From an optimization exercise on the open Yosys and OpenROAD flow, aimed at small area, a short achievable clock period and few clock cycles per item; shortcuts taken in it are not production practice.
Function was checked by simulation only, so behaviour that the tests miss may differ from the original.

==> design.v <==
module matrixMultiplier(input st, rst, clk, input [7:0] data_in, output done, output [7:0] dataout);
  reg run, wt, done_r;
  reg [5:0] t;             
  reg [1:0] ph;            
  wire start = wt & ~st;
  always @(posedge clk or posedge rst)
    if (rst) begin run <= 1'b0; wt <= 1'b0; done_r <= 1'b0; end
    else begin
      wt <= wt ? st : (~run & st);
      run <= start | (run & (t != 6'd45));
      done_r <= run & (t == 6'd17);
    end
  assign done = done_r;
  always @(posedge clk) begin
    t <= start ? 6'd0 : t + 6'd1;
    ph <= (start | ph == 2'd2) ? 2'd0 : ph + 2'd1;
  end
  reg [7:0] ra0,ra1,ra2,ra3,ra4,ra5,ra6,ra7,ra8;
  reg [7:0] rb0,rb1,rb2,rb3,rb4,rb5,rb6,rb7,rb8;
  wire lda = (t < 6'd9);
  wire ldb = (t >= 6'd9) & (t < 6'd18);
  always @(posedge clk) begin
    ra0 <= lda ? data_in : ra8;
    {ra8,ra7,ra6,ra5,ra4,ra3,ra2,ra1} <= {ra7,ra6,ra5,ra4,ra3,ra2,ra1,ra0};
    rb0 <= ldb ? data_in : rb8;
    {rb8,rb7,rb6,rb5,rb4,rb3,rb2,rb1} <= {rb7,rb6,rb5,rb4,rb3,rb2,rb1,rb0};
  end
  reg [7:0] a, b;
  always @(*) begin
    case (t)
      6'd0: begin a = ra5; b = rb7; end
      6'd1: begin a = ra5; b = rb5; end
      6'd2: begin a = ra5; b = rb3; end
      6'd3: begin a = ra8; b = rb0; end
      6'd4: begin a = ra8; b = rb7; end
      6'd5: begin a = ra8; b = rb5; end
      6'd6: begin a = ra8; b = rb5; end
      6'd7: begin a = ra8; b = rb3; end
      6'd8: begin a = ra8; b = rb1; end
      6'd9: begin a = ra2; b = rb7; end
      6'd10: begin a = ra2; b = rb5; end
      6'd11: begin a = ra2; b = rb3; end
      6'd12: begin a = ra5; b = rb0; end
      6'd13: begin a = ra5; b = rb7; end
      6'd14: begin a = ra5; b = rb5; end
      6'd15: begin a = ra5; b = rb5; end
      6'd16: begin a = ra5; b = rb3; end
      6'd17: begin a = ra5; b = rb1; end
      6'd18: begin a = ra8; b = rb7; end
      6'd19: begin a = ra8; b = rb5; end
      6'd20: begin a = ra8; b = rb3; end
      6'd21: begin a = ra2; b = rb0; end
      6'd22: begin a = ra2; b = rb7; end
      6'd23: begin a = ra2; b = rb5; end
      6'd24: begin a = ra2; b = rb5; end
      6'd25: begin a = ra2; b = rb3; end
      6'd26: begin a = ra2; b = rb1; end
      6'd27: begin a = ra5; b = rb7; end
      6'd28: begin a = ra5; b = rb5; end
      6'd29: begin a = ra5; b = rb3; end
      6'd30: begin a = ra8; b = rb0; end
      6'd31: begin a = ra8; b = rb7; end
      6'd32: begin a = ra8; b = rb5; end
      6'd33: begin a = ra8; b = rb5; end
      6'd34: begin a = ra8; b = rb3; end
      6'd35: begin a = ra8; b = rb1; end
      6'd36: begin a = ra2; b = rb7; end
      6'd37: begin a = ra2; b = rb5; end
      6'd38: begin a = ra2; b = rb3; end
      6'd39: begin a = ra5; b = rb0; end
      6'd40: begin a = ra5; b = rb7; end
      6'd41: begin a = ra5; b = rb5; end
      6'd42: begin a = ra5; b = rb5; end
      6'd43: begin a = ra5; b = rb3; end
      6'd44: begin a = ra5; b = rb1; end
      6'd45: begin a = ra8; b = rb7; end
      6'd46: begin a = ra8; b = rb5; end
      6'd47: begin a = ra8; b = rb3; end
      6'd48: begin a = ra2; b = rb0; end
      6'd49: begin a = ra2; b = rb7; end
      6'd50: begin a = ra2; b = rb5; end
      6'd51: begin a = ra2; b = rb5; end
      6'd52: begin a = ra2; b = rb3; end
      6'd53: begin a = ra2; b = rb1; end
      6'd54: begin a = ra5; b = rb7; end
      6'd55: begin a = ra5; b = rb5; end
      6'd56: begin a = ra5; b = rb3; end
      6'd57: begin a = ra8; b = rb0; end
      6'd58: begin a = ra8; b = rb7; end
      6'd59: begin a = ra8; b = rb5; end
      6'd60: begin a = ra8; b = rb5; end
      6'd61: begin a = ra8; b = rb3; end
      6'd62: begin a = ra8; b = rb1; end
      6'd63: begin a = ra2; b = rb7; end
      default: begin a = 8'd0; b = 8'd0; end
    endcase
  end
  wire [15:0] mul = a * b;
  reg [15:0] p;
  always @(posedge clk) p <= mul;
  reg [16:0] acc;
  reg [17:0] res;
  wire [17:0] sum = (ph == 2'd1 ? 17'd0 : acc) + p;
  always @(posedge clk) begin
    acc <= sum[16:0];
    res <= (ph == 2'd0) ? sum : {8'd0, res[17:8]};
  end
  assign dataout = res[7:0];
endmodule
==> run.sh <==
#!/bin/bash
# synth_recipe.tcl (not shown) runs the flow's synth.tcl, then flattens the netlist and writes it again
# the make line also repeats each setting of config.mk as NAME=value (left out here)
make -C /OpenROAD-flow-scripts/flow DESIGN_CONFIG=/design/flow/config.mk WORK_HOME=/design/flow/orfs CLKGATE_MAP_FILE= SYNTH_SCRIPT=/design/flow/synth_recipe.tcl finish
==> config.mk <==
export PLATFORM = sky130hd
export DESIGN_NAME = matrixMultiplier
export DESIGN_NICKNAME = matrixMultiplier
export VERILOG_FILES = /design/flow/design.v
export SDC_FILE = /design/flow/constraint.sdc
export NUM_CORES = 4
export LEC_CHECK = 0
export ABC_CLOCK_PERIOD_IN_PS = 3000
export CAP_MARGIN = 20
export CORE_MARGIN = 2
export CORE_UTILIZATION = 40
export SETUP_SLACK_MARGIN = 5
export SLEW_MARGIN = 20
==> constraint.sdc <==
create_clock -name core_clock -period 10.0 [get_ports {clk}]
set_input_delay 2.0000 -clock core_clock [delete_from_list [all_inputs] [get_ports {clk}]]
set_output_delay 2.0000 -clock core_clock [all_outputs]
set_load 0.01 [all_outputs]
==> notes.md, run 1 <==
* Outcome: complete, no violations
* Worst path required time at 10430 ps
* Antenna Nets Post-Route at 0
* Final hold vios at 0
* TritonCTS clock tree: yes
* Top_reg_cell synth: dfxtp_1
* Crit Path Class: reg -> reg
* Largest net degree at the start of global routing at 32
* Final min period at 5970 ps
* DRT Wirelength at 19600 µm
* Clock Latency Late Sink at 500 ps
* IO Count at 20
* Total CTS buffers at 22
* GR Util All Layers at 0.165
* Max Cap Viol at 0
* Initial Util at 0.409
* DRT Pass-1 Iters at 5
* Syn Nets at 929
* Die ar. at 23700 µm²
* Clock net sink count at 206
* Core Region at 22000 µm²
* Final net count at 1031
* Slew Limit Fails at 0
* Final setup vio count at 0
* Layout cells sized above 1 at 0.267
* Slowest CP cell: fa_1
* P&R area growth vs syn at 28.3%
* Initial antenna violation count at 1
* DRC viols at 0
* Post-DP HPWL at 12400 µm
* Largest registers: res x18, acc x17, p x16
* Crit-path max FO at 8
* Fmax at 0.167 GHz
* Crit-path most repeated cell: fa_1
* Layout fillers at 1862
* Yosys reg bits at 206
* Max reg flops at 18
* Async set-reset flop share out of synthesis at 0.0146
* Rows at 54
* Port bufs at 19
* Number of flops mapped to enable cells by yosys at 0
* Syn_area_per_cell at 11.0 µm²
* Setup_tns at 0 ps
* Seq/Total Area, Yosys at 0.461
* Placer congestion estimate at 0.836
* Critical Path AT at 6400 ps
* Via-to-Cell Ratio at 5.01
* Die height at 154 µm
* Reg-to-reg startpoint: t[0]$_SDFF_PP0_
* Cell Area, Synth at 8980 µm²
* Unrepaired setup endpoints after global routing: true
* CP Capture Type: register
* WL/cell at 16.1 µm
* H-Tree Depth at 1
* Netlist cell types at 68
* Setup crit start: t[0]$_SDFF_PP0_
* Largest stage delay, worst path at 520 ps
* Synth top area share at 0.452
* Largest Register: res
* Worst Tran Pin Value at 764 ps
* Synth top area cells: dfxtp_1, ha_1, fa_1, nor2_1, mux2_2
* CTS clk-pin slew, worst paths at 60 ps
* Post-synth top area cell: dfxtp_1
* Critical Path Start Type: register
* Relative slew margins at 0.491
* Global route total overflow at 0
* Total number of vias at 6098
* Clock Path Buffers at 3
* Tightest Hold Check Type: reg -> reg
* Hold Startpoint: rb6[1]$_DFF_P_
* Vias in the first global route at 6044
* CTS Root Cell: clkbuf_16
* First-pass GRT wire length at 31700 µm
* Die width at 154 µm
* Post-synthesis cell count at 819
* Synth warnings at 1
* Crit share post-route at 0.597
* Clk_skew at 9.16 ps
* Starting DRT DRC Count at 293
## kinds of logic after synthesis
logic type | after synthesis | share of synthesized area
compound gates | 122 | 0.110
xor+xnor | 27 | 0.0263
fa+ha+maj | 99 | 0.169
buf+inv | 99 | 0.0488
flops | 206 | 0.461
mux | 38 | 0.0457
simple gates | 228 | 0.139
## per-stage QoR
stage / cell area [µm²] / worst slack (ps) / util / cells / hold slack (ps)
2_1_floorplan: 9180 / 3850 / - / 819 / 310
3_3_place_gp: 9560 / 2710 / 0.435 / 1092 / 310
3_5_place_dp: 9560 / 2680 / 0.435 / 1092 / 312
4_1_cts: 11100 / 4040 / 0.507 / 1190 / 320
5_1_grt: 11500 / 3800 / 0.525 / 1215 / 328
6_report: 11500 / 4030 / 0.525 / 1216 / 322
## final timing paths
path / end / slack [ps] / cells after the start
hold reg to reg: rb7[1]$_DFF_P_ / 320 / 0
hold / removal: rb7[1]$_DFF_P_ / 320 / 0
min in group asynchronous: wt$_DFF_PP0_ / 1670 / 2
max in group asynchronous: done_r$_DFF_PP0_ / 8210 / 2
setup reg to reg: p[15]$_DFF_P_ / 4030 / 25
setup / recovery: p[15]$_DFF_P_ / 4030 / 25
## cells in the mapped netlist, drive strengths merged (11+ instances only)
cell type,instances
buf,20
nand2b,11
nor2,77
mux2i,14
a21oi,20
nor2b,22
mux2,24
inv,71
or2,19
and2,23
ha,62
nor3,16
nand2,18
fa,37
a21boi,20
xnor2,22
dfxtp,203
a221oi,11
a21o,12
## worst max-delay path, delay by kind of cell, from the launching register on
family / cells / cell delay [ps]
buf+inv: 7 / 680
compound gates: 6 / 1330
fa+ha+maj: 6 / 2400
xor+xnor: 1 / 150
mux: 1 / 320
simple gates: 4 / 640
flops: 1 / 390
## metal layers
layer | GRT usage | share of wire | up-vias
li1 | - | - | 2993
met1 | 0.227 | 0.47 | 2909
met2 | 0.269 | 0.46 | 156
met3 | 0.0256 | 0.046 | 40
met4 | 0.0503 | 0.026 | 0
met5 | 0 | 0 | -
## final cells by class
class | count | area, µm² | area share
clock inverters | 7 | 96.3 | 0.00836
multi-input cells | 515 | 5100 | 0.443
inverters | 71 | 274 | 0.0238
well taps | 280 | 350 | 0.0304
repair buffers | 105 | 922 | 0.0800
clock buffers | 31 | 616 | 0.0534
diodes | 1 | 2.50 | 0.000217
flip-flops and latches | 206 | 4160 | 0.361
## cells in the final DEF, fill, tap and decap left out, types with 22 or more instances in the layout
| cell | netlist | layout |
|---|---|---|
| dfxtp_1 | 203 | 197 |
| buf_4 | 12 | 70 |
| nor2_1 | 77 | 69 |
| inv_1 | 71 | 63 |
| ha_1 | 62 | 46 |
| fa_1 | 37 | 34 |
| mux2_2 | 24 | 24 |
| and2_1 | 23 | 23 |
| clkbuf_16 | 0 | 23 |
| xnor2_1 | 22 | 22 |
## what timing repair did
action	in CTS	in global routing
resized for setup	76	42
setup endpoints to repair	13	12
pin swaps	54	40
buffers inserted	60	24
hold buffers	0	0
cloned	0	1
Testbench counts, summed over its fixed seeds: cycles 7,680, items 160.
==> run 2, diff against run 1 <==
--- a/config.mk
+++ b/config.mk
@@ -5,9 +5,7 @@
 export SDC_FILE = /design/flow/constraint.sdc
 export NUM_CORES = 4
 export LEC_CHECK = 0
-export ABC_CLOCK_PERIOD_IN_PS = 3000
 export CAP_MARGIN = 20
 export CORE_MARGIN = 2
 export CORE_UTILIZATION = 40
-export SETUP_SLACK_MARGIN = 5
 export SLEW_MARGIN = 20
==> notes.md, run 2 <==
* DP Cell Count at 1093
* Clk_skew at 19.4 ps
* Post-synth top area cell: dfxtp_1
* Post-route cell area at 10200 µm²
* Via-to-Cell Ratio at 4.94
* Yosys reg bits at 206
* Total number of vias at 5605
* Most common cell after layout, fill and taps aside: dfxtp_1
* Clock net sink count at 206
* WL/cell at 15.0 µm
* Largest net degree at the start of global routing at 32
* Post-CTS Setup Bufs at 0
* Syn Nets at 929
* Crit-path max FO at 31
* Most frequent cells in the layout: dfxtp_1, nor2_1, inv_1
* Top_reg_cell synth: dfxtp_1
* Rows at 54
* DRC viols at 0
* Starting DRT DRC Count at 202
* Hold Startpoint: ra0[1]$_DFF_P_
* First-pass GRT wire length at 28500 µm
* Syn_area_per_cell at 11.0 µm²
* Tightest Hold Check Type: reg -> reg
* DRT Wirelength at 17000 µm
* Largest Register: res
* Critical Path AT at 8100 ps
* Placer congestion estimate at 0.829
* Seq/Total Area, Yosys at 0.461
* Outcome: complete, no violations
* Die ar. at 23700 µm²
* Antenna Nets Post-Route at 0
* Post-synthesis cell count at 819
* Max reg flops at 18
* Initial antenna violation count at 0
* Final setup vio count at 0
* Synth cell count leaders: dfxtp_1, nor2_1, inv_1, ha_1, fa_1
* Global route total overflow at 0
* Die width at 154 µm
* H-Tree Depth at 1
* CTS Root Cell: clkbuf_16
* DRT Pass-1 Iters at 4
* Slew Limit Fails at 0
* Hold_buf cts at 0
* Clock Path Buffers at 3
* Relative slew margins at 0.342
* Reg-to-reg startpoint: t[2]$_SDFF_PP0_
* Unrepaired setup endpoints after global routing: false
* Layout cells sized above 1 at 0.103
* CP Capture Type: register
* IO Count at 20
* Clock Latency Late Sink at 520 ps
* Core Region at 22000 µm²
* Synth top area share at 0.452
* Vias in the first global route at 5542
* Placed instance area at 9370 µm²
* P&R area growth vs syn at 13.9%
* Critical Path Start Type: register
* Netlist cell types at 68
* Setup_tns at 0 ps
* Port bufs at 19
* Die height at 154 µm
* Synth warnings at 1
* Final non-filler cell total at 1135
* Ant. Diodes at 0
* Cell Area, Synth at 8980 µm²
* GR Util All Layers at 0.147
* Total CTS buffers at 23
* Final net count at 948
* Setup crit start: t[2]$_SDFF_PP0_
* Initial Util at 0.409
* Worst path required time at 10430 ps
* CTS clk-pin slew, worst paths at 60 ps
* Fmax at 0.130 GHz
* Final min period at 7680 ps
* Final hold vios at 0
* Number of flops mapped to enable cells by yosys at 0
* Synth top area cells: dfxtp_1, ha_1, fa_1, nor2_1, mux2_2
* Largest registers: res x18, acc x17, p x16
* Async set-reset flop share out of synthesis at 0.0146
* Post-CTS sizing at 0
* Final core occ at 0.466
* Crit Path Class: reg -> reg
* Cell with the most instances after synthesis: dfxtp_1
* Post-DP HPWL at 12200 µm
* Worst Tran Pin Value at 986 ps
* Crit share post-route at 0.768
* TritonCTS clock tree: yes
* Max Cap Viol at 0
-- run 2: cell counts after synthesis --
Identical to the previous run, type by type.
-- run 2: area by class of cell --
class                      instances  area (µm²)
clock buffer                      31         666
clock inverter                    11         190
fill                            1969       11700
inverter                          71         267
multi-input combinational        514        4400
sequential                       206        4140
tap                              280         350
timing repair buffer              22         213
-- run 2: per-stage QoR --
step                worst slack [ps]  hold slack [ps]
floorplan                       3580              310
global placement                2430              310
detailed placement              2320              312
CTS                             2260              323
global route                    1870              329
finish                          2320              321
-- run 2: critical path, stage by stage, from the launching register on --
cell      delay [ps]
dfxtp_1          970
or3b_2           300
a21oi_1          110
a311oi_4         560
nand4_2          460
nor4b_4          910
a221oi_2         290
or2_1            320
fa_1             530
inv_1             50
ha_1             280
inv_1             60
fa_1             500
fa_1             540
inv_1             40
ha_1             310
o21ai_0          110
a21oi_1          140
o41a_1           350
a41o_1           270
o41ai_1          310
xnor2_1          170
-- run 2: cell families (layout without fill, tap and decap cells) --
group                    Yosys count  count (layout)  synth area share
multiplexers                      38              38            0.0457
adder cells (fa/ha/maj)           99              99             0.169
buffers and inverters             99             135            0.0488
AO/OA/AOI/OAI                    122             122             0.110
flip-flops                       206             206             0.461
AND/OR/NAND/NOR                  228             228             0.139
XOR/XNOR                          27              27            0.0263
-- run 2: metal layers --
layer / track usage / share of wire / up-vias
met3: 0.0259 / 0.039 / 24
met1: 0.207 / 0.50 / 2676
met5: 0 / 0 / -
li1: - / - / 2824
met2: 0.238 / 0.45 / 81
met4: 0.0356 / 0.017 / 0
-- run 2: worst paths after layout --
| check | end | slack, ps | cells past startpoint |
|---|---|---|---|
| min | ra1[1]$_DFF_P_ | 320 | 0 |
| max in group asynchronous | run$_DFF_PP0_ | 8230 | 2 |
| min reg2reg | ra1[1]$_DFF_P_ | 320 | 0 |
| max | p[15]$_DFF_P_ | 2320 | 21 |
| min in group asynchronous | wt$_DFF_PP0_ | 1650 | 2 |
| max reg2reg | p[15]$_DFF_P_ | 2320 | 21 |

## re-timing with driven ports
How much do the figures lean on ideal ports? The routed layouts below were timed once more, with nothing changed but the port constraints.
Step 1, drivers: a clkbuf_16 drives clk and a buf_2 each remaining input, both assumed.
Step 2, shift: input delay + t, output delay - t, t = (earliest + latest rising clock arrival at the registers) / 2. This alone moves slack from input paths to output paths.
Slacks: ideal ports / drivers / drivers and shift; pairs: ideal ports / drivers.
| run | t (ns) | setup WS [ns] | latest minus earliest clock arrival (ns) | cell pins on the clock port's net |
|---|---|---|---|---|
| run 1 | 0.542 | 4.027 / 4.027 / 4.027 | 0.010 / 0.010 | 1 |
| run 2 | 0.553 | 2.323 / 2.323 / 2.323 | 0.019 / 0.019 | 1 |
After both steps every run listed still meets setup and hold.
